Source: an optimization exercise on an open RTL-to-GDS flow (aim: small area). Production flows keep margins and buffers that such runs may drop.
Function was not checked in any run shown here: the RTL went through the layout flow alone.
The clock cells of run 2 come from the design's own scripts or RTL, not from TritonCTS.
The clock port is modelled as an ideal driver, which makes a skipped or thinned clock tree look cheaper than it is; a real chip needs a root buffer or a tree.

$ cat design/flow/flow/run.sh
#!/bin/bash
# Own layout flow: the standard flow (standard.sh) with smaller port
# buffers, synthesis buffers removed at floorplan, and a leaner clock tree.
set -euo pipefail
bash standard.sh \
  'BUFFER_PORTS_ARGS=-buffer_cell sky130_fd_sc_hd__buf_1' \
  REMOVE_ABC_BUFFERS=1 RECOVER_POWER=100 \
  'CTS_ARGS=-sink_clustering_enable -repair_clock_nets -dont_use_dummy_load -buf_list sky130_fd_sc_hd__clkbuf_4' \
  finish > standard_flow.log 2>&1
$ cat design/flow/standard.sh
#!/bin/bash
# synth_recipe.tcl (not shown) runs the flow's synth.tcl, then flattens the netlist and writes it again
# the make line also repeats each setting of config.mk as NAME=value (left out here)
make -C /OpenROAD-flow-scripts/flow DESIGN_CONFIG=/design/flow/config.mk WORK_HOME=/design/flow/orfs CLKGATE_MAP_FILE= SYNTH_SCRIPT=/design/flow/synth_recipe.tcl "${@:-finish}"
$ cat design/flow/config.mk
export PLATFORM = sky130hd
export DESIGN_NAME = MLP
export DESIGN_NICKNAME = MLP
export VERILOG_FILES = /design/flow/design.v
export SDC_FILE = /design/flow/constraint.sdc
export NUM_CORES = 4
export LEC_CHECK = 0
export CAP_MARGIN = 0
export CORE_MARGIN = 2
export CORE_UTILIZATION = 40
export GPL_TIMING_DRIVEN = 0
export SLEW_MARGIN = 0
export SYNTH_HIERARCHICAL = 1
export SYNTH_MINIMUM_KEEP_SIZE = 0
$ cat design/flow/constraint.sdc
create_clock -name core_clock -period 7.0 [get_ports {clk}]
set_input_delay 1.4000 -clock core_clock [delete_from_list [all_inputs] [get_ports {clk}]]
set_output_delay 1.4000 -clock core_clock [all_outputs]
set_load 0.01 [all_outputs]
$ cat design/flow/design.v
`timescale  1ns/10ps
module neuron2
(
    input   input1,
    input   input2,
    input   [7:0]  weight1,
    input   [7:0]  weight2,
    input   [7:0]  bias,
    output  [9:0] neuron_out
);
    wire p_1_0 = input1 & weight1[0];
    wire p_2_0 = input2 & weight2[0];
    wire bb0 = bias[0];
    wire p_1_1 = input1 & weight1[1];
    wire p_2_1 = input2 & weight2[1];
    wire bb1 = bias[1];
    wire p_1_2 = input1 & weight1[2];
    wire p_2_2 = input2 & weight2[2];
    wire bb2 = bias[2];
    wire p_1_3 = input1 & weight1[3];
    wire p_2_3 = input2 & weight2[3];
    wire bb3 = bias[3];
    wire p_1_4 = input1 & weight1[4];
    wire p_2_4 = input2 & weight2[4];
    wire bb4 = bias[4];
    wire p_1_5 = input1 & weight1[5];
    wire p_2_5 = input2 & weight2[5];
    wire bb5 = bias[5];
    wire p_1_6 = input1 & weight1[6];
    wire p_2_6 = input2 & weight2[6];
    wire bb6 = bias[6];
    wire p_1_7 = input1 & weight1[7];
    wire p_2_7 = input2 & weight2[7];
    wire bb7 = bias[7];
    wire h_s2, h_c1;
    mlp_fa uh_s2 (.a(bb0), .b(p_1_0), .c(p_2_0), .s(h_s2), .co(h_c1));
    wire h_s4, h_c3;
    mlp_fa uh_s4 (.a(bb1), .b(p_1_1), .c(p_2_1), .s(h_s4), .co(h_c3));
    wire h_s5, h_c6;
    mlp_ha uh_s5 (.a(h_c1), .b(h_s4), .s(h_s5), .co(h_c6));
    wire h_s8, h_c7;
    mlp_fa uh_s8 (.a(bb2), .b(p_1_2), .c(p_2_2), .s(h_s8), .co(h_c7));
    wire h_s10, h_c9;
    mlp_fa uh_s10 (.a(h_c3), .b(h_s8), .c(h_c6), .s(h_s10), .co(h_c9));
    wire h_s12, h_c11;
    mlp_fa uh_s12 (.a(bb3), .b(p_1_3), .c(p_2_3), .s(h_s12), .co(h_c11));
    wire h_s14, h_c13;
    mlp_fa uh_s14 (.a(h_c7), .b(h_s12), .c(h_c9), .s(h_s14), .co(h_c13));
    wire h_s16, h_c15;
    mlp_fa uh_s16 (.a(bb4), .b(p_1_4), .c(p_2_4), .s(h_s16), .co(h_c15));
    wire h_s18, h_c17;
    mlp_fa uh_s18 (.a(h_c11), .b(h_s16), .c(h_c13), .s(h_s18), .co(h_c17));
    wire h_s20, h_c19;
    mlp_fa uh_s20 (.a(bb5), .b(p_1_5), .c(p_2_5), .s(h_s20), .co(h_c19));
    wire h_s22, h_c21;
    mlp_fa uh_s22 (.a(h_c15), .b(h_s20), .c(h_c17), .s(h_s22), .co(h_c21));
    wire h_s24, h_c23;
    mlp_fa uh_s24 (.a(bb6), .b(p_1_6), .c(p_2_6), .s(h_s24), .co(h_c23));
    wire h_s26, h_c25;
    mlp_fa uh_s26 (.a(h_c19), .b(h_s24), .c(h_c21), .s(h_s26), .co(h_c25));
    wire h_s28, h_c27;
    mlp_fa uh_s28 (.a(bb7), .b(p_1_7), .c(p_2_7), .s(h_s28), .co(h_c27));
    wire h_s30, h_c29;
    mlp_fa uh_s30 (.a(h_c23), .b(h_s28), .c(h_c25), .s(h_s30), .co(h_c29));
    wire h_s31, h_c32;
    mlp_ha uh_s31 (.a(h_c27), .b(h_c29), .s(h_s31), .co(h_c32));
    assign neuron_out = {h_c32, h_s31, h_s30, h_s26, h_s22, h_s18, h_s14, h_s10, h_s5, h_s2};
endmodule
`timescale  1ns/10ps
module neuron3
(
    input   [9:0] in1,
    input   [9:0] in2,
    input   [9:0] in3,
    input   [7:0]  w1,
    input   [7:0]  w2,
    input   [7:0]  w3,
    input   [7:0]  bias,
    output  msb_out
);
    wire p1_0_0 = ~(in1[0] & w1[0]);
    wire p1_1_0 = ~(in1[1] & w1[0]);
    wire p1_2_0 = ~(in1[2] & w1[0]);
    wire p1_3_0 = ~(in1[3] & w1[0]);
    wire p1_4_0 = ~(in1[4] & w1[0]);
    wire p1_5_0 = ~(in1[5] & w1[0]);
    wire p1_6_0 = ~(in1[6] & w1[0]);
    wire p1_7_0 = ~(in1[7] & w1[0]);
    wire p1_8_0 = ~(in1[8] & w1[0]);
    wire p1_0_1 = ~(in1[0] & w1[1]);
    wire p1_1_1 = ~(in1[1] & w1[1]);
    wire p1_2_1 = ~(in1[2] & w1[1]);
    wire p1_3_1 = ~(in1[3] & w1[1]);
    wire p1_4_1 = ~(in1[4] & w1[1]);
    wire p1_5_1 = ~(in1[5] & w1[1]);
    wire p1_6_1 = ~(in1[6] & w1[1]);
    wire p1_7_1 = ~(in1[7] & w1[1]);
    wire p1_0_2 = ~(in1[0] & w1[2]);
    wire p1_1_2 = ~(in1[1] & w1[2]);
    wire p1_2_2 = ~(in1[2] & w1[2]);
    wire p1_3_2 = ~(in1[3] & w1[2]);
    wire p1_4_2 = ~(in1[4] & w1[2]);
    wire p1_5_2 = ~(in1[5] & w1[2]);
    wire p1_6_2 = ~(in1[6] & w1[2]);
    wire p1_7_2 = ~(in1[7] & w1[2]);
    wire p1_0_3 = ~(in1[0] & w1[3]);
    wire p1_1_3 = ~(in1[1] & w1[3]);
    wire p1_2_3 = ~(in1[2] & w1[3]);
    wire p1_3_3 = ~(in1[3] & w1[3]);
    wire p1_4_3 = ~(in1[4] & w1[3]);
    wire p1_5_3 = ~(in1[5] & w1[3]);
    wire p1_6_3 = ~(in1[6] & w1[3]);
    wire p1_7_3 = ~(in1[7] & w1[3]);
    wire p1_0_4 = ~(in1[0] & w1[4]);
    wire p1_1_4 = ~(in1[1] & w1[4]);
    wire p1_2_4 = ~(in1[2] & w1[4]);
    wire p1_3_4 = ~(in1[3] & w1[4]);
    wire p1_4_4 = ~(in1[4] & w1[4]);
    wire p1_5_4 = ~(in1[5] & w1[4]);
    wire p1_6_4 = ~(in1[6] & w1[4]);
    wire p1_0_5 = ~(in1[0] & w1[5]);
    wire p1_1_5 = ~(in1[1] & w1[5]);
    wire p1_2_5 = ~(in1[2] & w1[5]);
    wire p1_3_5 = ~(in1[3] & w1[5]);
    wire p1_4_5 = ~(in1[4] & w1[5]);
    wire p1_5_5 = ~(in1[5] & w1[5]);
    wire p1_0_6 = ~(in1[0] & w1[6]);
    wire p1_1_6 = ~(in1[1] & w1[6]);
    wire p1_2_6 = ~(in1[2] & w1[6]);
    wire p1_3_6 = ~(in1[3] & w1[6]);
    wire p1_4_6 = ~(in1[4] & w1[6]);
    wire p1_0_7 = ~(in1[0] & w1[7]);
    wire p1_1_7 = ~(in1[1] & w1[7]);
    wire p1_2_7 = ~(in1[2] & w1[7]);
    wire p1_3_7 = ~(in1[3] & w1[7]);
    wire q1_9 = ~((in1[9] & w1[0]) | (in1[8] & w1[1]));
    wire q1_10 = ~((in1[9] & w1[1]) | (in1[8] & w1[2]));
    wire p2_0_0 = ~(in2[0] & w2[0]);
    wire p2_1_0 = ~(in2[1] & w2[0]);
    wire p2_2_0 = ~(in2[2] & w2[0]);
    wire p2_3_0 = ~(in2[3] & w2[0]);
    wire p2_4_0 = ~(in2[4] & w2[0]);
    wire p2_5_0 = ~(in2[5] & w2[0]);
    wire p2_6_0 = ~(in2[6] & w2[0]);
    wire p2_7_0 = ~(in2[7] & w2[0]);
    wire p2_8_0 = ~(in2[8] & w2[0]);
    wire p2_0_1 = ~(in2[0] & w2[1]);
    wire p2_1_1 = ~(in2[1] & w2[1]);
    wire p2_2_1 = ~(in2[2] & w2[1]);
    wire p2_3_1 = ~(in2[3] & w2[1]);
    wire p2_4_1 = ~(in2[4] & w2[1]);
    wire p2_5_1 = ~(in2[5] & w2[1]);
    wire p2_6_1 = ~(in2[6] & w2[1]);
    wire p2_7_1 = ~(in2[7] & w2[1]);
    wire p2_0_2 = ~(in2[0] & w2[2]);
    wire p2_1_2 = ~(in2[1] & w2[2]);
    wire p2_2_2 = ~(in2[2] & w2[2]);
    wire p2_3_2 = ~(in2[3] & w2[2]);
    wire p2_4_2 = ~(in2[4] & w2[2]);
    wire p2_5_2 = ~(in2[5] & w2[2]);
    wire p2_6_2 = ~(in2[6] & w2[2]);
    wire p2_7_2 = ~(in2[7] & w2[2]);
    wire p2_0_3 = ~(in2[0] & w2[3]);
    wire p2_1_3 = ~(in2[1] & w2[3]);
    wire p2_2_3 = ~(in2[2] & w2[3]);
    wire p2_3_3 = ~(in2[3] & w2[3]);
    wire p2_4_3 = ~(in2[4] & w2[3]);
    wire p2_5_3 = ~(in2[5] & w2[3]);
    wire p2_6_3 = ~(in2[6] & w2[3]);
    wire p2_7_3 = ~(in2[7] & w2[3]);
    wire p2_0_4 = ~(in2[0] & w2[4]);
    wire p2_1_4 = ~(in2[1] & w2[4]);
    wire p2_2_4 = ~(in2[2] & w2[4]);
    wire p2_3_4 = ~(in2[3] & w2[4]);
    wire p2_4_4 = ~(in2[4] & w2[4]);
    wire p2_5_4 = ~(in2[5] & w2[4]);
    wire p2_6_4 = ~(in2[6] & w2[4]);
    wire p2_0_5 = ~(in2[0] & w2[5]);
    wire p2_1_5 = ~(in2[1] & w2[5]);
    wire p2_2_5 = ~(in2[2] & w2[5]);
    wire p2_3_5 = ~(in2[3] & w2[5]);
    wire p2_4_5 = ~(in2[4] & w2[5]);
    wire p2_5_5 = ~(in2[5] & w2[5]);
    wire p2_0_6 = ~(in2[0] & w2[6]);
    wire p2_1_6 = ~(in2[1] & w2[6]);
    wire p2_2_6 = ~(in2[2] & w2[6]);
    wire p2_3_6 = ~(in2[3] & w2[6]);
    wire p2_4_6 = ~(in2[4] & w2[6]);
    wire p2_0_7 = ~(in2[0] & w2[7]);
    wire p2_1_7 = ~(in2[1] & w2[7]);
    wire p2_2_7 = ~(in2[2] & w2[7]);
    wire p2_3_7 = ~(in2[3] & w2[7]);
    wire q2_9 = ~((in2[9] & w2[0]) | (in2[8] & w2[1]));
    wire q2_10 = ~((in2[9] & w2[1]) | (in2[8] & w2[2]));
    wire p3_0_0 = ~(in3[0] & w3[0]);
    wire p3_1_0 = ~(in3[1] & w3[0]);
    wire p3_2_0 = ~(in3[2] & w3[0]);
    wire p3_3_0 = ~(in3[3] & w3[0]);
    wire p3_4_0 = ~(in3[4] & w3[0]);
    wire p3_5_0 = ~(in3[5] & w3[0]);
    wire p3_6_0 = ~(in3[6] & w3[0]);
    wire p3_7_0 = ~(in3[7] & w3[0]);
    wire p3_8_0 = ~(in3[8] & w3[0]);
    wire p3_0_1 = ~(in3[0] & w3[1]);
    wire p3_1_1 = ~(in3[1] & w3[1]);
    wire p3_2_1 = ~(in3[2] & w3[1]);
    wire p3_3_1 = ~(in3[3] & w3[1]);
    wire p3_4_1 = ~(in3[4] & w3[1]);
    wire p3_5_1 = ~(in3[5] & w3[1]);
    wire p3_6_1 = ~(in3[6] & w3[1]);
    wire p3_7_1 = ~(in3[7] & w3[1]);
    wire p3_0_2 = ~(in3[0] & w3[2]);
    wire p3_1_2 = ~(in3[1] & w3[2]);
    wire p3_2_2 = ~(in3[2] & w3[2]);
    wire p3_3_2 = ~(in3[3] & w3[2]);
    wire p3_4_2 = ~(in3[4] & w3[2]);
    wire p3_5_2 = ~(in3[5] & w3[2]);
    wire p3_6_2 = ~(in3[6] & w3[2]);
    wire p3_7_2 = ~(in3[7] & w3[2]);
    wire p3_0_3 = ~(in3[0] & w3[3]);
    wire p3_1_3 = ~(in3[1] & w3[3]);
    wire p3_2_3 = ~(in3[2] & w3[3]);
    wire p3_3_3 = ~(in3[3] & w3[3]);
    wire p3_4_3 = ~(in3[4] & w3[3]);
    wire p3_5_3 = ~(in3[5] & w3[3]);
    wire p3_6_3 = ~(in3[6] & w3[3]);
    wire p3_7_3 = ~(in3[7] & w3[3]);
    wire p3_0_4 = ~(in3[0] & w3[4]);
    wire p3_1_4 = ~(in3[1] & w3[4]);
    wire p3_2_4 = ~(in3[2] & w3[4]);
    wire p3_3_4 = ~(in3[3] & w3[4]);
    wire p3_4_4 = ~(in3[4] & w3[4]);
    wire p3_5_4 = ~(in3[5] & w3[4]);
    wire p3_6_4 = ~(in3[6] & w3[4]);
    wire p3_0_5 = ~(in3[0] & w3[5]);
    wire p3_1_5 = ~(in3[1] & w3[5]);
    wire p3_2_5 = ~(in3[2] & w3[5]);
    wire p3_3_5 = ~(in3[3] & w3[5]);
    wire p3_4_5 = ~(in3[4] & w3[5]);
    wire p3_5_5 = ~(in3[5] & w3[5]);
    wire p3_0_6 = ~(in3[0] & w3[6]);
    wire p3_1_6 = ~(in3[1] & w3[6]);
    wire p3_2_6 = ~(in3[2] & w3[6]);
    wire p3_3_6 = ~(in3[3] & w3[6]);
    wire p3_4_6 = ~(in3[4] & w3[6]);
    wire p3_0_7 = ~(in3[0] & w3[7]);
    wire p3_1_7 = ~(in3[1] & w3[7]);
    wire p3_2_7 = ~(in3[2] & w3[7]);
    wire p3_3_7 = ~(in3[3] & w3[7]);
    wire q3_9 = ~((in3[9] & w3[0]) | (in3[8] & w3[1]));
    wire q3_10 = ~((in3[9] & w3[1]) | (in3[8] & w3[2]));
    wire bb0 = ~bias[0];
    wire bb1 = ~bias[1];
    wire bb2 = ~bias[2];
    wire bb3 = ~bias[3];
    wire bb4 = ~bias[4];
    wire bb5 = ~bias[5];
    wire bb6 = ~bias[6];
    wire bb7 = ~bias[7];
    wire m_s2, m_c1;
    mlp_fa um_s2 (.a(bb0), .b(p1_0_0), .c(p2_0_0), .s(m_s2), .co(m_c1));
    wire m_c3 = p3_0_0 | m_s2;
    wire m_s5, m_c4;
    mlp_fa um_s5 (.a(bb1), .b(p1_0_1), .c(p1_1_0), .s(m_s5), .co(m_c4));
    wire m_s7, m_c6;
    mlp_fa um_s7 (.a(p2_0_1), .b(p2_1_0), .c(p3_0_1), .s(m_s7), .co(m_c6));
    wire m_s9, m_c8;
    mlp_fa um_s9 (.a(p3_1_0), .b(m_c1), .c(m_s5), .s(m_s9), .co(m_c8));
    wire m_c10 = (m_s7 & m_c3) | (m_s7 & m_s9) | (m_c3 & m_s9);
    wire m_s12, m_c11;
    mlp_fa um_s12 (.a(bb2), .b(p1_0_2), .c(p1_1_1), .s(m_s12), .co(m_c11));
    wire m_s14, m_c13;
    mlp_fa um_s14 (.a(p1_2_0), .b(p2_0_2), .c(p2_1_1), .s(m_s14), .co(m_c13));
    wire m_s16, m_c15;
    mlp_fa um_s16 (.a(p2_2_0), .b(p3_0_2), .c(p3_1_1), .s(m_s16), .co(m_c15));
    wire m_s18, m_c17;
    mlp_fa um_s18 (.a(p3_2_0), .b(m_c4), .c(m_c6), .s(m_s18), .co(m_c17));
    wire m_s20, m_c19;
    mlp_fa um_s20 (.a(m_s12), .b(m_s14), .c(m_s16), .s(m_s20), .co(m_c19));
    wire m_s22, m_c21;
    mlp_fa um_s22 (.a(m_c8), .b(m_s18), .c(m_s20), .s(m_s22), .co(m_c21));
    wire m_c23 = m_c10 | m_s22;
    wire m_s25, m_c24;
    mlp_fa um_s25 (.a(bb3), .b(p1_0_3), .c(p1_1_2), .s(m_s25), .co(m_c24));
    wire m_s27, m_c26;
    mlp_fa um_s27 (.a(p1_2_1), .b(p1_3_0), .c(p2_0_3), .s(m_s27), .co(m_c26));
    wire m_s29, m_c28;
    mlp_fa um_s29 (.a(p2_1_2), .b(p2_2_1), .c(p2_3_0), .s(m_s29), .co(m_c28));
    wire m_s31, m_c30;
    mlp_fa um_s31 (.a(p3_0_3), .b(p3_1_2), .c(p3_2_1), .s(m_s31), .co(m_c30));
    wire m_s33, m_c32;
    mlp_fa um_s33 (.a(p3_3_0), .b(m_c11), .c(m_c13), .s(m_s33), .co(m_c32));
    wire m_s35, m_c34;
    mlp_fa um_s35 (.a(m_c15), .b(m_s25), .c(m_s27), .s(m_s35), .co(m_c34));
    wire m_s37, m_c36;
    mlp_fa um_s37 (.a(m_s29), .b(m_s31), .c(m_c17), .s(m_s37), .co(m_c36));
    wire m_s39, m_c38;
    mlp_fa um_s39 (.a(m_c19), .b(m_s33), .c(m_s35), .s(m_s39), .co(m_c38));
    wire m_s41, m_c40;
    mlp_fa um_s41 (.a(m_s37), .b(m_c21), .c(m_s39), .s(m_s41), .co(m_c40));
    wire m_c42 = m_c23 | m_s41;
    wire m_s44, m_c43;
    mlp_fa um_s44 (.a(bb4), .b(p1_0_4), .c(p1_1_3), .s(m_s44), .co(m_c43));
    wire m_s46, m_c45;
    mlp_fa um_s46 (.a(p1_2_2), .b(p1_3_1), .c(p1_4_0), .s(m_s46), .co(m_c45));
    wire m_s48, m_c47;
    mlp_fa um_s48 (.a(p2_0_4), .b(p2_1_3), .c(p2_2_2), .s(m_s48), .co(m_c47));
    wire m_s50, m_c49;
    mlp_fa um_s50 (.a(p2_3_1), .b(p2_4_0), .c(p3_0_4), .s(m_s50), .co(m_c49));
    wire m_s52, m_c51;
    mlp_fa um_s52 (.a(p3_1_3), .b(p3_2_2), .c(p3_3_1), .s(m_s52), .co(m_c51));
    wire m_s54, m_c53;
    mlp_fa um_s54 (.a(p3_4_0), .b(m_c24), .c(m_c26), .s(m_s54), .co(m_c53));
    wire m_s56, m_c55;
    mlp_fa um_s56 (.a(m_c28), .b(m_c30), .c(m_s44), .s(m_s56), .co(m_c55));
    wire m_s58, m_c57;
    mlp_fa um_s58 (.a(m_s46), .b(m_s48), .c(m_s50), .s(m_s58), .co(m_c57));
    wire m_s60, m_c59;
    mlp_fa um_s60 (.a(m_s52), .b(m_c32), .c(m_c34), .s(m_s60), .co(m_c59));
    wire m_s62, m_c61;
    mlp_fa um_s62 (.a(m_s54), .b(m_s56), .c(m_s58), .s(m_s62), .co(m_c61));
    wire m_s64, m_c63;
    mlp_fa um_s64 (.a(m_c36), .b(m_s60), .c(m_c38), .s(m_s64), .co(m_c63));
    wire m_s66, m_c65;
    mlp_fa um_s66 (.a(m_s62), .b(m_c40), .c(m_s64), .s(m_s66), .co(m_c65));
    wire m_c67 = m_c42 | m_s66;
    wire m_s69, m_c68;
    mlp_fa um_s69 (.a(bb5), .b(p1_0_5), .c(p1_1_4), .s(m_s69), .co(m_c68));
    wire m_s71, m_c70;
    mlp_fa um_s71 (.a(p1_2_3), .b(p1_3_2), .c(p1_4_1), .s(m_s71), .co(m_c70));
    wire m_s73, m_c72;
    mlp_fa um_s73 (.a(p1_5_0), .b(p2_0_5), .c(p2_1_4), .s(m_s73), .co(m_c72));
    wire m_s75, m_c74;
    mlp_fa um_s75 (.a(p2_2_3), .b(p2_3_2), .c(p2_4_1), .s(m_s75), .co(m_c74));
    wire m_s77, m_c76;
    mlp_fa um_s77 (.a(p2_5_0), .b(p3_0_5), .c(p3_1_4), .s(m_s77), .co(m_c76));
    wire m_s79, m_c78;
    mlp_fa um_s79 (.a(p3_2_3), .b(p3_3_2), .c(p3_4_1), .s(m_s79), .co(m_c78));
    wire m_s81, m_c80;
    mlp_fa um_s81 (.a(p3_5_0), .b(m_c43), .c(m_c45), .s(m_s81), .co(m_c80));
    wire m_s83, m_c82;
    mlp_fa um_s83 (.a(m_c47), .b(m_c49), .c(m_c51), .s(m_s83), .co(m_c82));
    wire m_s85, m_c84;
    mlp_fa um_s85 (.a(m_s69), .b(m_s71), .c(m_s73), .s(m_s85), .co(m_c84));
    wire m_s87, m_c86;
    mlp_fa um_s87 (.a(m_s75), .b(m_s77), .c(m_s79), .s(m_s87), .co(m_c86));
    wire m_s89, m_c88;
    mlp_fa um_s89 (.a(m_c53), .b(m_c55), .c(m_c57), .s(m_s89), .co(m_c88));
    wire m_s91, m_c90;
    mlp_fa um_s91 (.a(m_s81), .b(m_s83), .c(m_s85), .s(m_s91), .co(m_c90));
    wire m_s93, m_c92;
    mlp_fa um_s93 (.a(m_s87), .b(m_c59), .c(m_c61), .s(m_s93), .co(m_c92));
    wire m_s95, m_c94;
    mlp_fa um_s95 (.a(m_s89), .b(m_s91), .c(m_c63), .s(m_s95), .co(m_c94));
    wire m_s97, m_c96;
    mlp_fa um_s97 (.a(m_s93), .b(m_s95), .c(m_c65), .s(m_s97), .co(m_c96));
    wire m_c98 = m_c67 | m_s97;
    wire m_s100, m_c99;
    mlp_fa um_s100 (.a(bb6), .b(p1_0_6), .c(p1_1_5), .s(m_s100), .co(m_c99));
    wire m_s102, m_c101;
    mlp_fa um_s102 (.a(p1_2_4), .b(p1_3_3), .c(p1_4_2), .s(m_s102), .co(m_c101));
    wire m_s104, m_c103;
    mlp_fa um_s104 (.a(p1_5_1), .b(p1_6_0), .c(p2_0_6), .s(m_s104), .co(m_c103));
    wire m_s106, m_c105;
    mlp_fa um_s106 (.a(p2_1_5), .b(p2_2_4), .c(p2_3_3), .s(m_s106), .co(m_c105));
    wire m_s108, m_c107;
    mlp_fa um_s108 (.a(p2_4_2), .b(p2_5_1), .c(p2_6_0), .s(m_s108), .co(m_c107));
    wire m_s110, m_c109;
    mlp_fa um_s110 (.a(p3_0_6), .b(p3_1_5), .c(p3_2_4), .s(m_s110), .co(m_c109));
    wire m_s112, m_c111;
    mlp_fa um_s112 (.a(p3_3_3), .b(p3_4_2), .c(p3_5_1), .s(m_s112), .co(m_c111));
    wire m_s114, m_c113;
    mlp_fa um_s114 (.a(p3_6_0), .b(m_c68), .c(m_c70), .s(m_s114), .co(m_c113));
    wire m_s116, m_c115;
    mlp_fa um_s116 (.a(m_c72), .b(m_c74), .c(m_c76), .s(m_s116), .co(m_c115));
    wire m_s118, m_c117;
    mlp_fa um_s118 (.a(m_c78), .b(m_s100), .c(m_s102), .s(m_s118), .co(m_c117));
    wire m_s120, m_c119;
    mlp_fa um_s120 (.a(m_s104), .b(m_s106), .c(m_s108), .s(m_s120), .co(m_c119));
    wire m_s122, m_c121;
    mlp_fa um_s122 (.a(m_s110), .b(m_s112), .c(m_c80), .s(m_s122), .co(m_c121));
    wire m_s124, m_c123;
    mlp_fa um_s124 (.a(m_c82), .b(m_c84), .c(m_c86), .s(m_s124), .co(m_c123));
    wire m_s126, m_c125;
    mlp_fa um_s126 (.a(m_s114), .b(m_s116), .c(m_s118), .s(m_s126), .co(m_c125));
    wire m_s128, m_c127;
    mlp_fa um_s128 (.a(m_s120), .b(m_s122), .c(m_c88), .s(m_s128), .co(m_c127));
    wire m_s130, m_c129;
    mlp_fa um_s130 (.a(m_c90), .b(m_s124), .c(m_s126), .s(m_s130), .co(m_c129));
    wire m_s132, m_c131;
    mlp_fa um_s132 (.a(m_c92), .b(m_s128), .c(m_s130), .s(m_s132), .co(m_c131));
    wire m_s134, m_c133;
    mlp_fa um_s134 (.a(m_c94), .b(m_s132), .c(m_c96), .s(m_s134), .co(m_c133));
    wire m_c135 = m_c98 | m_s134;
    wire m_s137, m_c136;
    mlp_fa um_s137 (.a(bb7), .b(p1_0_7), .c(p1_1_6), .s(m_s137), .co(m_c136));
    wire m_s139, m_c138;
    mlp_fa um_s139 (.a(p1_2_5), .b(p1_3_4), .c(p1_4_3), .s(m_s139), .co(m_c138));
    wire m_s141, m_c140;
    mlp_fa um_s141 (.a(p1_5_2), .b(p1_6_1), .c(p1_7_0), .s(m_s141), .co(m_c140));
    wire m_s143, m_c142;
    mlp_fa um_s143 (.a(p2_0_7), .b(p2_1_6), .c(p2_2_5), .s(m_s143), .co(m_c142));
    wire m_s145, m_c144;
    mlp_fa um_s145 (.a(p2_3_4), .b(p2_4_3), .c(p2_5_2), .s(m_s145), .co(m_c144));
    wire m_s147, m_c146;
    mlp_fa um_s147 (.a(p2_6_1), .b(p2_7_0), .c(p3_0_7), .s(m_s147), .co(m_c146));
    wire m_s149, m_c148;
    mlp_fa um_s149 (.a(p3_1_6), .b(p3_2_5), .c(p3_3_4), .s(m_s149), .co(m_c148));
    wire m_s151, m_c150;
    mlp_fa um_s151 (.a(p3_4_3), .b(p3_5_2), .c(p3_6_1), .s(m_s151), .co(m_c150));
    wire m_s153, m_c152;
    mlp_fa um_s153 (.a(p3_7_0), .b(m_c101), .c(m_c103), .s(m_s153), .co(m_c152));
    wire m_s155, m_c154;
    mlp_fa um_s155 (.a(m_c105), .b(m_c107), .c(m_c109), .s(m_s155), .co(m_c154));
    wire m_s157, m_c156;
    mlp_fa um_s157 (.a(m_c111), .b(m_c99), .c(m_s137), .s(m_s157), .co(m_c156));
    wire m_s159, m_c158;
    mlp_fa um_s159 (.a(m_s139), .b(m_s141), .c(m_s143), .s(m_s159), .co(m_c158));
    wire m_s161, m_c160;
    mlp_fa um_s161 (.a(m_s145), .b(m_s147), .c(m_s149), .s(m_s161), .co(m_c160));
    wire m_s163, m_c162;
    mlp_fa um_s163 (.a(m_s151), .b(m_c113), .c(m_c115), .s(m_s163), .co(m_c162));
    wire m_s165, m_c164;
    mlp_fa um_s165 (.a(m_c117), .b(m_c119), .c(m_s153), .s(m_s165), .co(m_c164));
    wire m_s167, m_c166;
    mlp_fa um_s167 (.a(m_s155), .b(m_s157), .c(m_s159), .s(m_s167), .co(m_c166));
    wire m_s169, m_c168;
    mlp_fa um_s169 (.a(m_s161), .b(m_c121), .c(m_c123), .s(m_s169), .co(m_c168));
    wire m_s171, m_c170;
    mlp_fa um_s171 (.a(m_s163), .b(m_c125), .c(m_s165), .s(m_s171), .co(m_c170));
    wire m_s173, m_c172;
    mlp_fa um_s173 (.a(m_s167), .b(m_c127), .c(m_s169), .s(m_s173), .co(m_c172));
    wire m_s175, m_c174;
    mlp_fa um_s175 (.a(m_c129), .b(m_s171), .c(m_s173), .s(m_s175), .co(m_c174));
    wire m_s177, m_c176;
    mlp_fa um_s177 (.a(m_c131), .b(m_s175), .c(m_c133), .s(m_s177), .co(m_c176));
    wire m_c178 = m_c135 | m_s177;
    wire m_s180, m_c179;
    mlp_fa um_s180 (.a(p1_1_7), .b(p1_2_6), .c(p1_3_5), .s(m_s180), .co(m_c179));
    wire m_s182, m_c181;
    mlp_fa um_s182 (.a(p1_4_4), .b(p1_5_3), .c(p1_6_2), .s(m_s182), .co(m_c181));
    wire m_s184, m_c183;
    mlp_fa um_s184 (.a(p1_7_1), .b(p1_8_0), .c(p2_1_7), .s(m_s184), .co(m_c183));
    wire m_s186, m_c185;
    mlp_fa um_s186 (.a(p2_2_6), .b(p2_3_5), .c(p2_4_4), .s(m_s186), .co(m_c185));
    wire m_s188, m_c187;
    mlp_fa um_s188 (.a(p2_5_3), .b(p2_6_2), .c(p2_7_1), .s(m_s188), .co(m_c187));
    wire m_s190, m_c189;
    mlp_fa um_s190 (.a(p2_8_0), .b(p3_1_7), .c(p3_2_6), .s(m_s190), .co(m_c189));
    wire m_s192, m_c191;
    mlp_fa um_s192 (.a(p3_3_5), .b(p3_4_4), .c(p3_5_3), .s(m_s192), .co(m_c191));
    wire m_s194, m_c193;
    mlp_fa um_s194 (.a(p3_6_2), .b(p3_7_1), .c(p3_8_0), .s(m_s194), .co(m_c193));
    wire m_s196, m_c195;
    mlp_fa um_s196 (.a(m_c136), .b(m_c138), .c(m_c140), .s(m_s196), .co(m_c195));
    wire m_s198, m_c197;
    mlp_fa um_s198 (.a(m_c142), .b(m_c144), .c(m_c146), .s(m_s198), .co(m_c197));
    wire m_s200, m_c199;
    mlp_fa um_s200 (.a(m_c148), .b(m_c150), .c(m_s180), .s(m_s200), .co(m_c199));
    wire m_s202, m_c201;
    mlp_fa um_s202 (.a(m_s182), .b(m_s184), .c(m_s186), .s(m_s202), .co(m_c201));
    wire m_s204, m_c203;
    mlp_fa um_s204 (.a(m_s188), .b(m_s190), .c(m_s192), .s(m_s204), .co(m_c203));
    wire m_s206, m_c205;
    mlp_fa um_s206 (.a(m_s194), .b(m_c152), .c(m_c154), .s(m_s206), .co(m_c205));
    wire m_s208, m_c207;
    mlp_fa um_s208 (.a(m_c156), .b(m_c158), .c(m_c160), .s(m_s208), .co(m_c207));
    wire m_s210, m_c209;
    mlp_fa um_s210 (.a(m_s196), .b(m_s198), .c(m_s200), .s(m_s210), .co(m_c209));
    wire m_s212, m_c211;
    mlp_fa um_s212 (.a(m_s202), .b(m_s204), .c(m_c162), .s(m_s212), .co(m_c211));
    wire m_s214, m_c213;
    mlp_fa um_s214 (.a(m_c164), .b(m_s206), .c(m_c166), .s(m_s214), .co(m_c213));
    wire m_s216, m_c215;
    mlp_fa um_s216 (.a(m_s208), .b(m_s210), .c(m_s212), .s(m_s216), .co(m_c215));
    wire m_s218, m_c217;
    mlp_fa um_s218 (.a(m_c168), .b(m_c170), .c(m_s214), .s(m_s218), .co(m_c217));
    wire m_s220, m_c219;
    mlp_fa um_s220 (.a(m_s216), .b(m_c172), .c(m_s218), .s(m_s220), .co(m_c219));
    wire m_s222, m_c221;
    mlp_fa um_s222 (.a(m_c174), .b(m_s220), .c(m_c176), .s(m_s222), .co(m_c221));
    wire m_c223 = m_c178 | m_s222;
    wire m_s225, m_c224;
    mlp_fa um_s225 (.a(p1_2_7), .b(p1_3_6), .c(p1_4_5), .s(m_s225), .co(m_c224));
    wire m_s227, m_c226;
    mlp_fa um_s227 (.a(p1_5_4), .b(p1_6_3), .c(p1_7_2), .s(m_s227), .co(m_c226));
    wire m_s229, m_c228;
    mlp_fa um_s229 (.a(p2_2_7), .b(p2_3_6), .c(p2_4_5), .s(m_s229), .co(m_c228));
    wire m_s231, m_c230;
    mlp_fa um_s231 (.a(p2_5_4), .b(p2_6_3), .c(p2_7_2), .s(m_s231), .co(m_c230));
    wire m_s233, m_c232;
    mlp_fa um_s233 (.a(p3_2_7), .b(p3_3_6), .c(p3_4_5), .s(m_s233), .co(m_c232));
    wire m_s235, m_c234;
    mlp_fa um_s235 (.a(p3_5_4), .b(p3_6_3), .c(p3_7_2), .s(m_s235), .co(m_c234));
    wire m_s237, m_c236;
    mlp_fa um_s237 (.a(q1_9), .b(q2_9), .c(q3_9), .s(m_s237), .co(m_c236));
    wire m_s239, m_c238;
    mlp_fa um_s239 (.a(m_c179), .b(m_c181), .c(m_c183), .s(m_s239), .co(m_c238));
    wire m_s241, m_c240;
    mlp_fa um_s241 (.a(m_c185), .b(m_c187), .c(m_c189), .s(m_s241), .co(m_c240));
    wire m_s243, m_c242;
    mlp_fa um_s243 (.a(m_c191), .b(m_c193), .c(m_s225), .s(m_s243), .co(m_c242));
    wire m_s245, m_c244;
    mlp_fa um_s245 (.a(m_s227), .b(m_s229), .c(m_s231), .s(m_s245), .co(m_c244));
    wire m_s247, m_c246;
    mlp_fa um_s247 (.a(m_s233), .b(m_s235), .c(m_s237), .s(m_s247), .co(m_c246));
    wire m_s249, m_c248;
    mlp_fa um_s249 (.a(m_c195), .b(m_c197), .c(m_c199), .s(m_s249), .co(m_c248));
    wire m_s251, m_c250;
    mlp_fa um_s251 (.a(m_c201), .b(m_c203), .c(m_s239), .s(m_s251), .co(m_c250));
    wire m_s253, m_c252;
    mlp_fa um_s253 (.a(m_s241), .b(m_s243), .c(m_s245), .s(m_s253), .co(m_c252));
    wire m_s255, m_c254;
    mlp_fa um_s255 (.a(m_s247), .b(m_c205), .c(m_c207), .s(m_s255), .co(m_c254));
    wire m_s257, m_c256;
    mlp_fa um_s257 (.a(m_c209), .b(m_s249), .c(m_s251), .s(m_s257), .co(m_c256));
    wire m_s259, m_c258;
    mlp_fa um_s259 (.a(m_s253), .b(m_c211), .c(m_c213), .s(m_s259), .co(m_c258));
    wire m_s261, m_c260;
    mlp_fa um_s261 (.a(m_s255), .b(m_s257), .c(m_c215), .s(m_s261), .co(m_c260));
    wire m_s263, m_c262;
    mlp_fa um_s263 (.a(m_c217), .b(m_s259), .c(m_s261), .s(m_s263), .co(m_c262));
    wire m_s265, m_c264;
    mlp_fa um_s265 (.a(m_c219), .b(m_s263), .c(m_c221), .s(m_s265), .co(m_c264));
    wire m_c266 = m_c223 | m_s265;
    wire m_x267;
    mlp_xor um_x267 (.a(p1_3_7), .b(p1_4_6), .y(m_x267));
    wire m_x268;
    mlp_xor um_x268 (.a(p1_5_5), .b(p1_6_4), .y(m_x268));
    wire m_x269;
    mlp_xor um_x269 (.a(p1_7_3), .b(p2_3_7), .y(m_x269));
    wire m_x270;
    mlp_xor um_x270 (.a(p2_4_6), .b(p2_5_5), .y(m_x270));
    wire m_x271;
    mlp_xor um_x271 (.a(p2_6_4), .b(p2_7_3), .y(m_x271));
    wire m_x272;
    mlp_xor um_x272 (.a(p3_3_7), .b(p3_4_6), .y(m_x272));
    wire m_x273;
    mlp_xor um_x273 (.a(p3_5_5), .b(p3_6_4), .y(m_x273));
    wire m_x274;
    mlp_xor um_x274 (.a(p3_7_3), .b(q1_10), .y(m_x274));
    wire m_x275;
    mlp_xor um_x275 (.a(q2_10), .b(q3_10), .y(m_x275));
    wire m_x276;
    mlp_xor um_x276 (.a(m_x267), .b(m_x268), .y(m_x276));
    wire m_x277;
    mlp_xor um_x277 (.a(m_x269), .b(m_x270), .y(m_x277));
    wire m_x278;
    mlp_xor um_x278 (.a(m_x271), .b(m_x272), .y(m_x278));
    wire m_x279;
    mlp_xor um_x279 (.a(m_x273), .b(m_x274), .y(m_x279));
    wire m_x280;
    mlp_xor um_x280 (.a(m_x275), .b(m_c224), .y(m_x280));
    wire m_x281;
    mlp_xor um_x281 (.a(m_c226), .b(m_c228), .y(m_x281));
    wire m_x282;
    mlp_xor um_x282 (.a(m_c230), .b(m_c232), .y(m_x282));
    wire m_x283;
    mlp_xor um_x283 (.a(m_c234), .b(m_x276), .y(m_x283));
    wire m_x284;
    mlp_xor um_x284 (.a(m_x277), .b(m_x278), .y(m_x284));
    wire m_x285;
    mlp_xor um_x285 (.a(m_c236), .b(m_x279), .y(m_x285));
    wire m_x286;
    mlp_xor um_x286 (.a(m_x280), .b(m_x281), .y(m_x286));
    wire m_x287;
    mlp_xor um_x287 (.a(m_x282), .b(m_x283), .y(m_x287));
    wire m_x288;
    mlp_xor um_x288 (.a(m_x284), .b(m_x285), .y(m_x288));
    wire m_x289;
    mlp_xor um_x289 (.a(m_c238), .b(m_c240), .y(m_x289));
    wire m_x290;
    mlp_xor um_x290 (.a(m_x286), .b(m_x287), .y(m_x290));
    wire m_x291;
    mlp_xor um_x291 (.a(m_c242), .b(m_c244), .y(m_x291));
    wire m_x292;
    mlp_xor um_x292 (.a(m_x288), .b(m_c246), .y(m_x292));
    wire m_x293;
    mlp_xor um_x293 (.a(m_x289), .b(m_x290), .y(m_x293));
    wire m_x294;
    mlp_xor um_x294 (.a(m_x291), .b(m_x292), .y(m_x294));
    wire m_x295;
    mlp_xor um_x295 (.a(m_c248), .b(m_x293), .y(m_x295));
    wire m_x296;
    mlp_xor um_x296 (.a(m_c250), .b(m_c252), .y(m_x296));
    wire m_x297;
    mlp_xor um_x297 (.a(m_x294), .b(m_x295), .y(m_x297));
    wire m_x298;
    mlp_xor um_x298 (.a(m_x296), .b(m_c254), .y(m_x298));
    wire m_x299;
    mlp_xor um_x299 (.a(m_x297), .b(m_c256), .y(m_x299));
    wire m_x300;
    mlp_xor um_x300 (.a(m_x298), .b(m_x299), .y(m_x300));
    wire m_x301;
    mlp_xor um_x301 (.a(m_c258), .b(m_x300), .y(m_x301));
    wire m_x302;
    mlp_xor um_x302 (.a(m_c260), .b(m_x301), .y(m_x302));
    wire m_x303;
    mlp_xor um_x303 (.a(m_x302), .b(m_c262), .y(m_x303));
    wire m_x304;
    mlp_xor um_x304 (.a(m_x303), .b(m_c264), .y(m_x304));
    wire m_x305;
    mlp_xor um_x305 (.a(m_x304), .b(m_c266), .y(m_x305));
    assign msb_out = m_x305;
endmodule
module mlp_fa (input a, input b, input c, output s, output co);
    assign s  = a ^ b ^ c;
    assign co = (a & b) | (a & c) | (b & c);
endmodule
module mlp_ha (input a, input b, output s, output co);
    assign s  = a ^ b;
    assign co = a & b;
endmodule
module mlp_xor (input a, input b, output y);
    assign y = a ^ b;
endmodule
module mlp_xnor (input a, input b, output y);
    assign y = ~(a ^ b);
endmodule
`timescale 1ns/10ps
module  MLP (
    input clk,               
    input reset,             
    input in1,               
    input in2,               
    input signed [7:0] hidden_weight1,
    input signed [7:0] hidden_weight2,
    input signed [7:0] hidden_bias1,
    input signed [7:0] hidden_weight3,
    input signed [7:0] hidden_weight4,
    input signed [7:0] hidden_bias2  ,
    input signed [7:0] hidden_weight5,
    input signed [7:0] hidden_weight6,
    input signed [7:0] hidden_bias3  ,
    input signed [7:0] output_weight1,
    input signed [7:0] output_weight2,
    input signed [7:0] output_weight3,
    input signed [7:0] output_bias   ,
    output reg final_out     
);
    wire [9:0] h1, h2, h3;
    neuron2 hidden_neuron1(
        .input1(in1), .input2(in2),
        .weight1(hidden_weight1), .weight2(hidden_weight2), .bias(hidden_bias1),
        .neuron_out(h1)
    );
    neuron2 hidden_neuron2(
        .input1(in1), .input2(in2),
        .weight1(hidden_weight3), .weight2(hidden_weight4), .bias(hidden_bias2),
        .neuron_out(h2)
    );
    neuron2 hidden_neuron3(
        .input1(in1), .input2(in2),
        .weight1(hidden_weight5), .weight2(hidden_weight6), .bias(hidden_bias3),
        .neuron_out(h3)
    );
    reg [9:0] hid1_q1, hid1_q2, hid1_q3;    
    reg [9:0] hid2_q1, hid2_q2, hid2_q3;    
    always @(posedge clk) begin
        hid1_q1 <= h1;
        hid1_q2 <= h2;
        hid1_q3 <= h3;
        hid2_q1 <= hid1_q1;
        hid2_q2 <= hid1_q2;
        hid2_q3 <= hid1_q3;
    end
    wire msb;
    neuron3 output_neuron(
        .in1(hid2_q1), .in2(hid2_q2), .in3(hid2_q3),
        .w1(output_weight1), .w2(output_weight2), .w3(output_weight3),
        .bias(output_bias),
        .msb_out(msb)
    );
    reg msb1_q, msb2_q;
    always @(posedge clk) begin
        msb1_q <= msb;
        msb2_q <= msb1_q;
        if (reset)
            final_out <= 1'b0;
        else
            final_out <= msb2_q;
    end
endmodule
==> flow_metrics.tcl, run 1 <==
set metrics [dict create \
    vias_per_cell 4.730 \
    required_ps 7280 \
    clock_latency_ps 430 \
    r2r_start "hid2_q3[0]" \
    syn_avg_cell_area_um2 11.49 \
    first_global_vias 4766 \
    whs_endpoint "hid2_q3[3]" \
    clock_skew_ps 34.27 \
    max_freq_mhz 151.5 \
    max-clock-path-buffers 2 \
    die_area_mm2 0.01726 \
    drt_drc_violations_left 0 \
    fin_setup_tns_ps 0 \
    status "no timing/DRC/antenna violations" \
    final_cell_mix "fa_1 (170), nand2_1 (165), buf_1 (105), dfxtp_1 (63), and2_1 (43)" \
    hold_depth 0 \
    routedWlPerCell_um 16.22 \
    core.rowCount 46 \
    seqCellArea_mm2 0.001261 \
    diodes 0 \
    final_nets 914 \
    area_delta_synth_final_pct 5.995 \
    final-instance-count-excl-fill 844 \
    ff2ff_path_depth 14 \
    root_buffer "clkbuf_4" \
    path_max_fanout 10 \
    synthCells 565 \
    grt_remaining_overflow 0 \
    cts_sinks 63 \
    grt_max_degree 25 \
    cts_tree "yes" \
    period_needed_ps 6599 \
    drive_above_1_share 0.01911 \
    end_kind "flop" \
    rsz0062_at_grt "no" \
    placed_cells 835 \
    slew_headroom 0.3625 \
    hold_viol 0 \
    finalSetupViolations 0 \
    drt-initial-drc-count 276 \
    antenna_found_initial 0 \
    synth-seq-cells 63 \
    period_share 0.9428 \
    syn-cell-area_mm2 0.006491 \
    ys_warn_count 7 \
    ctsResizeCount 0 \
    yosysSeqAreaShare 0.1943 \
    postCtsSetupRepairBufs 0 \
    drv_cap 0 \
    finalWirelength_mm 13.69 \
    grt_pass1_wl_mm 23.30 \
    ant_nets 0 \
    gp_congestion 0.9212 \
    synth_cell_types 16 \
    worst_pin_slew_ps 956.3 \
    io_buffers 108 \
    cts.reportedPaths.clkPinSlew_ps 80 \
    ioPinCount 109 \
    ys_top_cells_by_area "fa_1 (52%), dfxtp_1 (19%), nand2_1 (9.5%)" \
    cts_buffers 9 \
    num_vias 3992 \
    h-tree-depth 3 \
    holdCritPathClass "flop to flop" \
    layout_commonest_cell "fa_1" \
    grt_use_total 0.1750 \
    min-delay-start "hid1_q3[3]" \
    critPathLaunchType "primary input" \
    multi_input_area_mm2 0.004846 \
    r2r_setup_slack_ps 1290 \
    ctsHoldBuffers 0 \
    fillers 1568 \
    drv_slew 0 \
    coreArea_mm2 0.01589 \
    synth_top_area_cell "fa_1" \
    dr.pass1.iters 6 \
    hpwl_mm 12.11 \
    path_class "primary input to flop" \
    start_util 0.4086 \
    timing.rr.end "msb1_q" \
    arrival_ps 6880 \
    dieHeight_um 131.4 \
    synth_top_area_frac 0.5243 \
    die_w_um 131.4 \
]
[per-module statistics from Yosys (local to each module, per instance)]
module | cells inside | copies in the design
neuron3 | 208 | 1
MLP | 64 | 1
neuron2 | 26 | 3
mlp_fa | 1 | 170
mlp_xor | 1 | 39
mlp_ha | 1 | 6
[critical path, stage by stage]
cell and delay, ps:
buf_1 390, nand2_1 180, fa_1 540, fa_1 430, fa_1 520, fa_1 410, fa_1 430, fa_1 400
fa_1 400, fa_1 390, fa_1 400, fa_1 480, nor4_1 190, nand4_1 130, xor2_1 180
[registers in the layout (all words and copies together) (netlist names)]
register and flops:
hid1_q1 10, hid1_q2 10, hid1_q3 10, hid2_q1 10, hid2_q2 10, hid2_q3 10, final_out 1, msb1_q 1
msb2_q 1
[area by class of cell]
type / instances / area share
clock buffers: 9 / 0.009820
well taps: 216 / 0.03928
multi-input cells: 440 / 0.7043
inverters: 8 / 0.004364
repair buffers: 108 / 0.05892
flip-flops and latches: 63 / 0.1833
[synthesized netlist by cell type]
cell type and n:
o21ai_2 1, nand4_1 1, inv_1 8, buf_2 22
buf_4 31, a22oi_1 6, ha_1 6, dfxtp_1 63
nor4_1 2, xor2_1 39, fa_1 170, nor2b_4 1
nand3b_4 1, nand2_1 165, and2_1 48, buf_6 1
[how the worst max path moves through the flow]
stage	from	end	slack [ps]	cells after the start
6_report	output_weight1[0]	msb1_q	400	15
5_1_grt	output_weight2[0]	msb1_q	50	15
4_1_cts	output_weight1[0]	msb1_q	410	15
3_5_place_dp	output_weight1[0]	msb1_q	-30	15
3_3_place_gp	output_weight2[0]	msb1_q	90	15
2_1_floorplan	output_weight1[3]	msb1_q	790	14
[through the flow]
stage | setup slack, ps | hold slack, ps | util | area, um^2
3_5_place_dp | -27.82 | 312.1 | 0.4289 | 6813
3_3_place_gp | 90.89 | 311.6 | 0.4289 | 6813
6_report | 400.6 | 325.6 | 0.4331 | 6880
2_1_floorplan | 792.4 | 309.6 | - | 6137
5_1_grt | 47.23 | 335.3 | 0.4331 | 6880
4_1_cts | 407.2 | 331.0 | 0.4331 | 6880
[metal layers]
layer	GRT usage	up-vias	routed length, um
li1	-	1790	-
met1	0.2007	2050	5223
met2	0.3208	122	7359
met3	0.03395	30	671
met4	0.06944	0	435
met5	0	-	0
[kinds of logic after synthesis]
| group | after synthesis | share of synthesized area |
|---|---|---|
| AOI/OAI and AO/OA | 7 | 0.008288 |
| xor gates and xnor gates | 39 | 0.05262 |
| adders and majority gates | 176 | 0.5359 |
| buffers and inverters | 62 | 0.05918 |
| DFF | 63 | 0.1943 |
| and+or+nand+nor | 218 | 0.1498 |
==> run 2: changes to the inputs <==
==> design/flow/flow/run.sh (replaced) <==
#!/bin/bash
# Own layout flow: the standard flow (standard.sh) with smaller port
# buffers, synthesis buffers removed at floorplan, and a small fixed clock
# tree (flow/manual_cts.tcl: four clock buffers, one per group of flip-flops,
# in place of TritonCTS's nine).
set -euo pipefail
bash standard.sh \
  'BUFFER_PORTS_ARGS=-buffer_cell sky130_fd_sc_hd__buf_1' \
  REMOVE_ABC_BUFFERS=1 \
  "PRE_CTS_TCL=$PWD/flow/manual_cts.tcl" \
  finish > standard_flow.log 2>&1
==> design/flow/flow/manual_cts.tcl (new file) <==

proc manual_clock_tree { cell k } {
  set block [ord::get_db_block]
  set clknet [$block findNet clk]
  set master [[ord::get_db] findMaster $cell]
  set sinks {}
  foreach it [$clknet getITerms] {
    set loc [[$it getInst] getLocation]
    lappend sinks [list $it [lindex $loc 0] [lindex $loc 1]]
  }
  set sorted [lsort -integer -index 1 $sinks]
  set n [llength $sorted]
  set cent {}
  for {set i 0} {$i < $k} {incr i} {
    set s [lindex $sorted [expr {($i * $n) / $k + $n / (2 * $k)}]]
    lappend cent [list [lindex $s 1] [lindex $s 2]]
  }
  for {set iter 0} {$iter < 50} {incr iter} {
    set sumx [lrepeat $k 0]; set sumy [lrepeat $k 0]; set cnt [lrepeat $k 0]
    set assign {}
    foreach s $sinks {
      set best 0; set bd -1
      for {set i 0} {$i < $k} {incr i} {
        set c [lindex $cent $i]
        set d [expr {abs([lindex $s 1] - [lindex $c 0]) + abs([lindex $s 2] - [lindex $c 1])}]
        if {$bd < 0 || $d < $bd} { set bd $d; set best $i }
      }
      lappend assign $best
      lset sumx $best [expr {[lindex $sumx $best] + [lindex $s 1]}]
      lset sumy $best [expr {[lindex $sumy $best] + [lindex $s 2]}]
      lset cnt $best [expr {[lindex $cnt $best] + 1}]
    }
    set newcent {}
    for {set i 0} {$i < $k} {incr i} {
      if {[lindex $cnt $i] > 0} {
        lappend newcent [list [expr {[lindex $sumx $i] / [lindex $cnt $i]}] [expr {[lindex $sumy $i] / [lindex $cnt $i]}]]
      } else {
        lappend newcent [lindex $cent $i]
      }
    }
    set cent $newcent
  }
  for {set i 0} {$i < $k} {incr i} {
    set inst [odb::dbInst_create $block $master clkbuf_m$i]
    set net [odb::dbNet_create $block clknet_m$i]
    $net setSigType CLOCK
    [$inst findITerm A] connect $clknet
    [$inst findITerm X] connect $net
    set c [lindex $cent $i]
    $inst setLocation [lindex $c 0] [lindex $c 1]
    $inst setPlacementStatus PLACED
    set nets($i) $net
  }
  foreach s $sinks a $assign {
    set it [lindex $s 0]
    $it disconnect
    $it connect $nets($a)
  }
  puts "manual clock tree: $k x $cell, group sizes $cnt"
}

rename clock_tree_synthesis orig_clock_tree_synthesis
proc clock_tree_synthesis { args } {
  manual_clock_tree sky130_fd_sc_hd__clkbuf_8 4
  # the ORFS CTS step legalises the placement and repairs timing next
}

# Logic cells that synthesis sized up (drive 2 or more) go back to drive 1
# where the library has one; the CTS step's timing repair that follows
# sizes up again whatever needs it.
proc downsize_logic { } {
  set db [ord::get_db]
  set n 0
  foreach inst [[ord::get_db_block] getInsts] {
    set m [[$inst getMaster] getName]
    if {![regexp {^(sky130_fd_sc_hd__\w+)_([0-9]+)$} $m -> base drive]} { continue }
    if {$drive <= 1} { continue }
    if {[regexp {buf|inv|dfx|dfr|conb|tap|fill|decap|dly} $base]} { continue }
    set small [$db findMaster ${base}_1]
    if {$small eq "NULL" || $small eq ""} { continue }
    $inst swapMaster $small
    incr n
  }
  puts "downsize_logic: $n cells set to drive 1"
}
downsize_logic
==> run 2 against run 1 <==
  * Critical path type unchanged
  * Worst hold slack gained 1.9 ps
  * Flip-flop and latch count is the same
  * Still clean on timing, DRC and antenna
  * Synthesized cell count is the same
  * Maximum frequency shrank 0.16%
  * Global-route usage shrank 0.91 points
==> flow_metrics.tcl, run 2 <==
set metrics [dict create \
    syn-cell-area_mm2 0.006491 \
    die_w_um 131.4 \
    hold_depth 0 \
    start_util 0.4086 \
    final_util 0.4316 \
    timing.rr.end "msb1_q" \
    routedWlPerCell_um 16.19 \
    yosysSeqAreaShare 0.1943 \
    rsz0062_at_grt "no" \
    end_kind "flop" \
    finalWirelength_mm 13.59 \
    cts.reportedPaths.clkPinSlew_ps 80 \
    dieHeight_um 131.4 \
    cp_common_cell "fa_1" \
    synth_top_area_cell "fa_1" \
    slew_headroom 0.3704 \
    drive_above_1_share 0.02247 \
    ioPinCount 109 \
    clock_latency_ps 160 \
    grt_use_total 0.1658 \
    final_area_mm2 0.006857 \
    fillers 1573 \
    synth_cell_types 16 \
    async_reset_ff_frac 0 \
    syn_avg_cell_area_um2 11.49 \
    diodes 0 \
    cp_num_cells 15 \
    critPathLaunchType "primary input" \
    area_delta_synth_final_pct 5.628 \
    ys_top_cells_by_area "fa_1 (52%), dfxtp_1 (19%), nand2_1 (9.5%)" \
    synth_xor_area_frac 0.05262 \
    num_vias 4015 \
    postCtsSetupRepairBufs 0 \
    worst_pin_slew_ps 944.4 \
    synth_compound_area_frac 0.008288 \
    cp_cell_sequence "clkbuf_2, nand2_1, fa_1, fa_1, fa_1, fa_1, fa_1, fa_1, fa_1, fa_1, fa_1, fa_1, nor4_1, nand4_1, xor2_1" \
    yosys-top-cells-count "fa_1 (170), nand2_1 (165), dfxtp_1 (63)" \
    max_freq_mhz 151.3 \
    grt_remaining_overflow 0 \
    synth_top_family_by_area "adder cells" \
    r2r_setup_slack_ps 1300 \
    synthFlopType "dfxtp_1" \
    holdCritPathClass "flop to flop" \
    r2r_start "hid2_q2[2]" \
    period_needed_ps 6610 \
    ctsHoldBuffers 0 \
    drv_cap 0 \
    seqCellArea_mm2 0.001261 \
    dr.pass1.iters 5 \
    path_max_fanout 10 \
    synthMostInstantiatedCell "fa_1" \
    synth_top_area_frac 0.5243 \
    holdWs_ps 327.5 \
    ys_warn_count 7 \
    synthCells 565 \
    crit_slowest_cell "fa_1" \
    post_dp_cell_area_mm2 0.006813 \
    whs_endpoint "hid2_q1[5]" \
    final_cell_mix "fa_1 (170), nand2_1 (165), buf_1 (98), dfxtp_1 (63), and2_1 (48)" \
    cpPeakStageDelay_ps 580 \
    synth_mux_area_frac 0 \
    arrival_ps 6640 \
    vias_per_cell 4.785 \
    required_ps 7030 \
    first_global_vias 4744 \
    min-delay-start "hid1_q1[5]" \
    drt-initial-drc-count 237 \
    core.rowCount 46 \
    drv_slew 0 \
    final_nets 909 \
    critPathBufInv 1 \
    synth_adder_area_share 0.5359 \
    hold_viol 0 \
    synth_edf_count 0 \
    hpwl_mm 12.11 \
    grt_max_degree 25 \
    status "no timing/DRC/antenna violations" \
    multi_input_area_mm2 0.004822 \
    ant_nets 0 \
    clock_skew_ps 24.56 \
    die_area_mm2 0.01726 \
    antenna_found_initial 0 \
    grt_pass1_wl_mm 23.03 \
    critPathTopFamily "adder cells" \
    ff2ff_path_depth 14 \
    gp_congestion 0.9212 \
    io_buffers 108 \
    period_share 0.9443 \
    layout_commonest_cell "fa_1" \
    coreArea_mm2 0.01589 \
    synth-seq-cells 63 \
    path_class "primary input to flop" \
    finalSetupViolations 0 \
    drt_drc_violations_left 0 \
    yosys.area_share.simple 0.1498 \
]
[run 2: changes by cell type in the layout (fill, tap and decap cells not counted), sizes merged]
cell,change
buf,-5
[run 2: logic make-up (layout without fill, tap and decap cells)]
logic type / count (synthesis) / after routing
simple gates: 218 / 218
buf+inv: 62 / 120
flops: 63 / 63
compound gates: 7 / 7
fa+ha+maj: 176 / 176
xor+xnor: 39 / 39
[run 2: area by class of cell]
| cell class | count | share of cell area |
|---|---|---|
| flip-flops and latches | 63 | 0.1839 |
| repair buffers | 108 | 0.06095 |
| multi-input cells | 440 | 0.7033 |
| plain buffers | 4 | 0.008029 |
| inverters | 8 | 0.004380 |
| well taps | 216 | 0.03942 |
[run 2: worst max path at each step]
| stage | startpoint | to | slack (ps) |
|---|---|---|---|
| CTS | output_weight1[1] | msb1_q | 20 |
| finish | output_weight1[1] | msb1_q | 390 |
| global route | output_weight2[0] | msb1_q | 60 |
| detailed placement | output_weight1[0] | msb1_q | -30 |
| floorplan | output_weight1[3] | msb1_q | 790 |
| global placement | output_weight2[0] | msb1_q | 90 |
[run 2: per-stage QoR]
step	setup slack (ps)	TNS, ps	std cells
2_1_floorplan	792.4	0	511
3_3_place_gp	90.89	0	835
3_5_place_dp	-27.82	-27.82	835
4_1_cts	15.31	0	839
5_1_grt	64.34	0	839
6_report	389.9	0	839
[run 2: Yosys stat by module, one instance, submodules excluded]
module	area, um^2	times used	flip-flops and latches	cells
MLP	1275	1	63	64
neuron3	870.8	1	0	208
neuron2	175.2	3	0	26
mlp_fa	20.02	170	0	1
mlp_ha	12.51	6	0	1
mlp_xor	8.758	39	0	1
[run 2: timing repair]
action / in CTS / in global routing
hold endpoints to repair: 0 / 0
gates resized for setup: 2 / 8
setup endpoints to repair: 1 / 1
[run 2: routing by layer]
metal	global-route usage	share of wire	vias up
li1	-	-	1781
met1	0.1984	0.38	2041
met2	0.3140	0.52	156
met3	0.01543	0.055	37
met4	0.05193	0.042	0
met5	0	0	-

## what the ideal ports hide
The flow's constraints put no driver on any port. The routed layouts listed below were extracted and timed again, unchanged, in two steps.
Step 1 assumes that a clkbuf_16 drives the clock port and a buf_2 every other input.
Step 2 moves the port delays by t, midway between the first and last clock arrival at a register: inputs arrive t later, outputs are due t later. That takes back most of the time a late clock gives input paths.
Three values: ideal, step 1, step 2; two values: the first two.
run	shift t [ns]	slack for setup (ns)	worst hold slack (ns)
run 1	0.445	0.401 / 0.396 / -0.049	0.326 / 0.326 / 0.326
run 2	0.216	0.390 / 0.423 / 0.207	0.327 / 0.327 / 0.327
Met with ideal ports but missed after step 2: setup timing in run 1. The setup slack of run 1, which loses most, moves by -0.005 ns with the drivers and by -0.450 ns with both steps.
